What follows belongs to an exercise in optimizing a design on an open flow for small area and a short achievable clock period; a production flow would make more cautious choices.
In this exercise RTL edits were held to simulation tests only and were not proved equivalent to the original.
Power and IR drop assume default switching activity.

==> flow/design.v, too long to show whole: its modules and the start of the top module <==
// module PE_fa: 4 lines
// module PE_nha: 4 lines
// module PE_pg: 4 lines
// module PE_sel: 3 lines
// module PE_prod: 120 lines
// module PE_acc0: 101 lines
// module PE_acc1: 152 lines
// module PE_acc2: 155 lines
// module PE_acc3: 160 lines
// module PE_prod_and: 131 lines
// module PE_acc00: 118 lines
// module PE_x3: 52 lines
// module matrix_dot_4x4: 171 lines
module matrix_dot_4x4 (
    input clk,
    input reset,
    input [7:0] A_in_0, A_in_1, A_in_2, A_in_3,
    input [7:0] B_in_0, B_in_1, B_in_2, B_in_3,
    output [31:0] C_out_00, C_out_01, C_out_02, C_out_03,
    output [31:0] C_out_10, C_out_11, C_out_12, C_out_13,
    output [31:0] C_out_20, C_out_21, C_out_22, C_out_23,
    output [31:0] C_out_30, C_out_31, C_out_32, C_out_33
);
  // ...
==> flow/run.sh <==
#!/bin/bash
# synth_recipe.tcl (not shown) runs the flow's synth.tcl, then flattens the netlist and writes it again
# the make line also repeats each setting of config.mk as NAME=value (left out here)
make -C /OpenROAD-flow-scripts/flow DESIGN_CONFIG=/design/flow/config.mk WORK_HOME=/design/flow/orfs CLKGATE_MAP_FILE= SYNTH_SCRIPT=/design/flow/synth_recipe.tcl finish
==> flow/config.mk <==
export PLATFORM = sky130hd
export DESIGN_NAME = matrix_dot_4x4
export DESIGN_NICKNAME = matrix_dot_4x4
export VERILOG_FILES = /design/flow/design.v
export SDC_FILE = /design/flow/constraint.sdc
export NUM_CORES = 4
export LEC_CHECK = 0
export CAP_MARGIN = 20
export CORE_MARGIN = 2
export CORE_UTILIZATION = 40
export SETUP_SLACK_MARGIN = 2.6
export SLEW_MARGIN = 20
export SYNTH_HIERARCHICAL = 1
==> flow/constraint.sdc <==
create_clock -name core_clock -period 5.0 [get_ports {clk}]
set_input_delay 1.0000 -clock core_clock [delete_from_list [all_inputs] [get_ports {clk}]]
set_output_delay 1.0000 -clock core_clock [all_outputs]
set_load 0.01 [all_outputs]
==> summary.md, run 1 <==
| Metric | Value |
|---|---|
| Signal buffers | `~500` |
| PwrDens | `790 nW/um^2` |
| Tcrit/Tclk final | `49.9%` |
| Met3 wire length | `11800 um` |
| Port Buffers | `340` |
| Min Hold Slack | `~0.35 ns` |
| Psw | `20.5 mW` |
| Total track usage | `around a fifth` |
| Met2 Track Usage GR | `31.3%` |
| Most frequent cell after synthesis | `dfxtp_1` |
| Netlist Area Pre-Place | `58600 um^2` |
| Clock group | `between 9 and 10 mW` |
| # IOs | `578` |
| Max Cap Violations | `0` |
| Leading cell kind | `multi-input combinational cells` |
| Reg with most FFs | `m00` |
| Critical path's largest stage delay | `0.51 ns` |
| Die Height | `387 um` |
| Leading area contributor after synthesis | `dfxtp_1` |
| Post-CTS sizing | `1095` |
| Status | `no timing/DRC/antenna violations` |
| Iteration-0 DRC Markers | `roughly 5000` |
| Vias in the first global route | `~38000` |
| Most common cell after layout, fill and taps aside | `dfxtp_1` |
| Via/cell ratio | `5.14` |
| Worst Setup Start Kind | `flip-flop` |
| Largest register FFs | `37` |
| Combinational power | `29.5 mW` |
| WP buf/inv | `2` |
| Hold Crit Start | `m30[0]` |
| Seq/total area | `between 30% and 40%` |
| HP Class | `reg2reg` |
| Die area | `150000 um^2` |
| Via count | `38000` |
| Global routing usage on met1 | `24.2%` |
| Inserted Clock Buffers | `approximately 120` |
==> inputs of run 2 (changes only) <==
==> flow/flow/run.sh (new file) <==
#!/bin/bash
# Layout flow: the standard layout (standard.sh), with the port buffers
# made of plain buffers instead of the delay-cell footprint buffer_ports picks
# by default. Every tool's output goes to standard.log in this folder.
set -euo pipefail
export BUFFER_PORTS_ARGS="-buffer_cell sky130_fd_sc_hd__buf_4"
bash standard.sh finish > standard.log 2>&1
==> flow/standard.sh (new file) <==
#!/bin/bash
# synth_recipe.tcl (not shown) runs the flow's synth.tcl, then flattens the netlist and writes it again
# the make line also repeats each setting of config.mk as NAME=value (left out here)
make -C /OpenROAD-flow-scripts/flow DESIGN_CONFIG=/design/flow/config.mk WORK_HOME=/design/flow/orfs CLKGATE_MAP_FILE= SYNTH_SCRIPT=/design/flow/synth_recipe.tcl "${@:-finish}"
--- a/flow/config.mk
+++ b/flow/config.mk
@@ -10,3 +10,3 @@
 export CORE_UTILIZATION = 40
-export SETUP_SLACK_MARGIN = 2.6
+export SETUP_SLACK_MARGIN = 2.8
 export SLEW_MARGIN = 20
removed: flow/run.sh
==> run 2 against run 1 <==
Net effect:
- design area is 4.9% higher
- clock power is 5.3% lower
- critical endpoint is now q23[17]
- first-iteration DRC count is 9.4% higher
- wire length is 1.3% higher
- highest routed layer unchanged
==> summary.md, run 2 <==
| Metric | Value |
|---|---|
| Reg-to-Reg End | `q23[17] (was q03[17])` |
| Seq/Total Area, Yosys | `36.2% (unchanged)` |
| Cell mode on critical path | `ha_4 (unchanged)` |
| Post-route cell area | `68600 um^2 (was 65400 um^2)` |
| Largest register FFs | `37 (unchanged)` |
| Worst-skew pair later-pin latency | `0.73 ns (was 0.74 ns)` |
| Total track usage | `19.3% (was 19.0%)` |
| Setup TNS | `0 ns (unchanged)` |
| Leading area contributor after synthesis | `dfxtp_1 (unchanged)` |
| Routed len/inst | `19.9 um (was 19.8 um)` |
| Drt first pass iters | `13 (was 15)` |
| Post-synth top cells | `dfxtp_1, buf_4, inv_1, ha_1, a222oi_1 (unchanged)` |
| Achievable Freq | `392 MHz (was 401 MHz)` |
| Vias in the first global route | `38400 (was 38200)` |
| Worst Setup Start Kind | `flip-flop (unchanged)` |
| Initial Util | `40.2% (unchanged)` |
| Post-Synthesis Cells | `5552 (unchanged)` |
| Final-stage net count | `6329 (was 6232)` |
| Async SR Flop Fraction | `0% (unchanged)` |
| Sink Count | `1060 (unchanged)` |
| # IOs | `578 (unchanged)` |
| Yosys reg bits | `1060 (unchanged)` |
| Routed wire length | `148000 um (was 147000 um)` |
| # H-tree levels | `3 (unchanged)` |
| Worst-path fanout max | `2 (was 4)` |
| RSZ-0062 raised after global routing | `yes (unchanged)` |
| Clock root cell | `clkbuf_16 (unchanged)` |
| Utilization after layout | `47.1% (was 44.9%)` |
| Clk buf depth | `3 (unchanged)` |
| PwrDens | `812 nW/um^2 (was 790 nW/um^2)` |
| Fin. max-slew vios | `0 (unchanged)` |
| Std cell rows | `140 (unchanged)` |
| Highest Signal Layer | `met5 (unchanged)` |
| Max-slew headroom | `54.4% (was 59.6%)` |
| Reg area | `21800 um^2 (was 21500 um^2)` |
| Netlist Area Pre-Place | `58600 um^2 (unchanged)` |
| Iteration-0 DRC Markers | `5473 (was 5001)` |
| Die X | `387 um (unchanged)` |
| Final Wtd Congestion | `0.885 (was 0.903)` |
| Post-synth cell types | `69 (unchanged)` |
| Fraction of layout cells with a size suffix above 1 | `34.7% (was 23.1%)` |
| Setup Crit Path Kind | `reg2reg (unchanged)` |
| Die area | `150000 um^2 (unchanged)` |
| CP Cell Sequence | `inv_2, fa_1, ha_4, a21oi_2, o211ai_1, buf_4, nor3_4, a21oi_4, a21o_1, ha_4, nor2_4, xor2_1 (was inv_1, fa_1, ha_4, a21oi_4, o211ai_1, buf_4, nor3_4, a21oi_2, a21o_1, ha_4, nor2_2, xor2_1)` |
| Die Height | `387 um (unchanged)` |
| Post-DP HPWL | `112000 um (was 111000 um)` |
| Arrival time at the worst endpoint | `3.21 ns (was 3.12 ns)` |
| Worst hold path depth | `1 (unchanged)` |
| Area grow syn2layout | `17.1% (was 11.6%)` |
| Setup violations, final | `0 (unchanged)` |
| Pin count of the biggest net entering global routing | `16 (was 17)` |
| Clock Skew | `0.0453 ns (was 0.0426 ns)` |
| Antenna violations before repair | `17 (was 29)` |
| Leakage power | `29.3 nW (was 28.3 nW)` |
| Hold path endpoint | `q30[1] (was q30[0])` |
| Post-synth top area share | `36.2% (unchanged)` |
| YS warnings | `7 (unchanged)` |
| CTS tree | `done (unchanged)` |
| Via count | `38300 (was 38000)` |
| Met3 wire length | `10800 um (was 11800 um)` |
| Inserted Clock Buffers | `114 (was 117)` |
| Most frequent cell after synthesis | `dfxtp_1 (unchanged)` |
| Status | `no timing/DRC/antenna violations (unchanged)` |
| WP data required | `5.66 ns (was 5.63 ns)` |
| Minimum clock period | `2.55 ns (was 2.49 ns)` |
| Reg2Reg Depth | `12 (unchanged)` |
| Cell area after placement | `58900 um^2 (was 58700 um^2)` |
| Via/cell ratio | `5.12 (was 5.14)` |
| Core box area | `146000 um^2 (unchanged)` |
| VDD IR max | `508 uV (was 495 uV)` |
| Slowest stage cell on the critical path | `fa_1 (unchanged)` |
| Crit. End Element | `flip-flop (unchanged)` |
| Worst Max-Slew Pin Slew | `0.685 ns (was 0.606 ns)` |
| FILL cells | `13200 (was 13600)` |
| Footprint of the multi-input gates | `32000 um^2 (was 30500 um^2)` |
| Hold_buf cts | `0 (unchanged)` |
| Synth top area cells | `dfxtp_1, buf_4, fa_1, ha_1, a222oi_1 (unchanged)` |
| Routed wl met2 | `70500 um (was 68400 um)` |
| Antenna Nets Post-Route | `0 (unchanged)` |
| Worst-path clk slew | `0.06 ns (about the same)` |
| Tcrit/Tclk final | `51.0% (was 49.9%)` |
| Reg-to-reg startpoint | `q22[7] (was q02[7])` |
| Most common cell after layout, fill and taps aside | `dfxtp_1 (unchanged)` |
| Hold Crit Start | `m30[1] (was m30[0])` |
| Grt total ovfl | `0 (unchanged)` |
| Most used flip-flop cell after synthesis | `dfxtp_1 (unchanged)` |
| First-pass GRT wire length | `227000 um (was 224000 um)` |
| Reg with most FFs | `m00 (unchanged)` |
| Commonest non-fill, non-tap cells in the layout | `dfxtp_1, inv_1, a222oi_1 (unchanged)` |
| Critical path's largest stage delay | `0.55 ns (was 0.51 ns)` |
| HP Class | `reg2reg (unchanged)` |
| R2R setup slack | `2.45 ns (was 2.51 ns)` |
| Max Cap Violations | `0 (unchanged)` |
| Final Hold Fails | `0 (unchanged)` |
| Routed met1 length | `62300 um (was 61200 um)` |
| # DRC | `0 (unchanged)` |
| Syn avg cell area | `10.6 um^2 (unchanged)` |
| Post-synth EDFFs | `0 (unchanged)` |
| Port Buffers | `340 (unchanged)` |
==> run 2: cell count changes in the layout (fill, tap and decap cells not counted), moves of 34 or more <==
cell / before / now
ha_1: 301 / 250
dfxtp_1: 913 / 744
buf_4: 137 / 245
dfxtp_4: 38 / 83
buf_6: 22 / 335
clkbuf_2: 38 / 0
dfxtp_2: 109 / 233
dlygate4sd2_1: 94 / 0
clkdlybuf4s15_1: 34 / 0
clkdlybuf4s15_2: 92 / 0
ha_4: 112 / 162
buf_2: 57 / 0
==> run 2: power breakdown <==
part	internal, mW	leakage [nW]	switching [mW]
logic	17.2	18.5	16.4
clock network	5.05	1.88	3.68
registers	11.4	8.94	1.98
total	33.6	29.3	22.0
==> run 2: worst max path at each step <==
stage / from / slack, ns / endpoint
4_1_cts: q22[11] / 2.51 / q23[17]
3_3_place_gp: A_in_3[2] / 2.05 / m30[12]
6_report: q22[7] / 2.45 / q23[17]
2_1_floorplan: B_in_1[0] / 2.25 / m01[12]
3_5_place_dp: A_in_1[2] / 2.03 / m10[14]
5_1_grt: q22[7] / 2.35 / q23[17]
==> run 2: per-module statistics from Yosys (local to each module, per instance) <==
module / copies in the design / cells / cell area, um^2 / flip-flops and latches
PE_acc2: 4 / 112 / 682 / 0
PE_acc00: 1 / 74 / 508 / 0
PE_nha: 90 / 5 / 27.5 / 0
PE_sel: 420 / 1 / 10.0 / 0
PE_pg: 237 / 1 / 12.5 / 0
PE_prod_and: 1 / 117 / 701 / 0
PE_acc3: 4 / 113 / 691 / 0
PE_acc0: 3 / 72 / 509 / 0
PE_fa: 360 / 1 / 20.0 / 0
PE_prod: 15 / 56 / 380 / 0
PE_x3: 5 / 41 / 360 / 0
matrix_dot_4x4: 1 / 1297 / 23000 / 1060
PE_acc1: 4 / 109 / 751 / 0
==> run 2: cell type report <==
type | count | share of cell area [%]
Multi-Input combinational cell | 2994 | 46.7
Sequential cell | 1060 | 31.8
Timing Repair Buffer | 588 | 8.39
Clock buffer | 139 | 4.55
Inverter | 703 | 3.85
Tap cell | 1917 | 3.50
Clock inverter | 72 | 1.18
Antenna cell | 5 | 0.0182
==> run 2: critical path, delay by kind of cell (launching register included) <==
kind                     cells  cell delay, ns
AO/OA/AOI/OAI                4            0.56
flip-flops                   1            0.34
XOR/XNOR                     1            0.12
buffers and inverters        2            0.20
adder cells (fa/ha/maj)      3            0.94
AND/OR/NAND/NOR              2            0.30
==> run 2: metal layers <==
layer	vias to the layer above	track usage [%]
met2	1543	31.8
met3	295	4.18
met5	-	0
met4	18	6.96
met1	18600	24.7
li1	17800	-
==> run 2: logic make-up after synthesis <==
| group | count (synthesis) | synth area share, % |
|---|---|---|
| AOI/OAI and AO/OA | 845 | 12.4 |
| xor gates and xnor gates | 151 | 2.26 |
| adders and majority gates | 802 | 21.9 |
| buffers and inverters | 1733 | 17.8 |
| DFF | 1060 | 36.2 |
| muxes | 65 | 1.25 |
| other | 1 | 0.00640 |
| and+or+nand+nor | 895 | 8.16 |
==> run 2: through the flow <==
stage / hold WS [ns] / setup slack [ns] / power [mW] / cells
6_report: 0.354 / 2.45 / 55.7 / 7478
4_1_cts: 0.354 / 2.51 / 52.7 / 7356
3_3_place_gp: 0.341 / 2.05 / 38.8 / 7014
3_5_place_dp: 0.342 / 2.03 / 39.2 / 7014
2_1_floorplan: 0.367 / 2.25 / 39.4 / 5787
5_1_grt: 0.359 / 2.35 / 59.8 / 7475
==> run 2: repair_timing <==
action,CTS,global route
setup buffers,131,117
pin swaps,265,253
endpoints found under the setup margin,479,447
resized for setup,850,351
cloned,0,0

afterwards: timing with drivers on the ports:
How much do the figures lean on ideal ports? The routed layouts below were timed once more, with nothing changed but the port constraints.
Step 1, drivers: a clkbuf_16 drives clk and a buf_2 each remaining input, both assumed.
Step 2 adds t to the input delays and takes it off the output delays; t is the mean of the earliest and latest rising clock arrival at the registers after step 1. Input paths then give back, and output paths get back, about the clock's delay inside the block.
Three values: no drivers, after step 1, after step 2; two values: the first two.
run	shift t [ns]	setup slack, ns	cell pins on the clock port's net
run 1	0.799	2.507 / 2.465 / 1.768	1
run 2	0.790	2.450 / 2.450 / 1.955	1
After both steps every run listed still meets setup and hold. The setup slack of run 1, which loses most, moves by -0.042 ns with the drivers and by -0.739 ns with both steps.
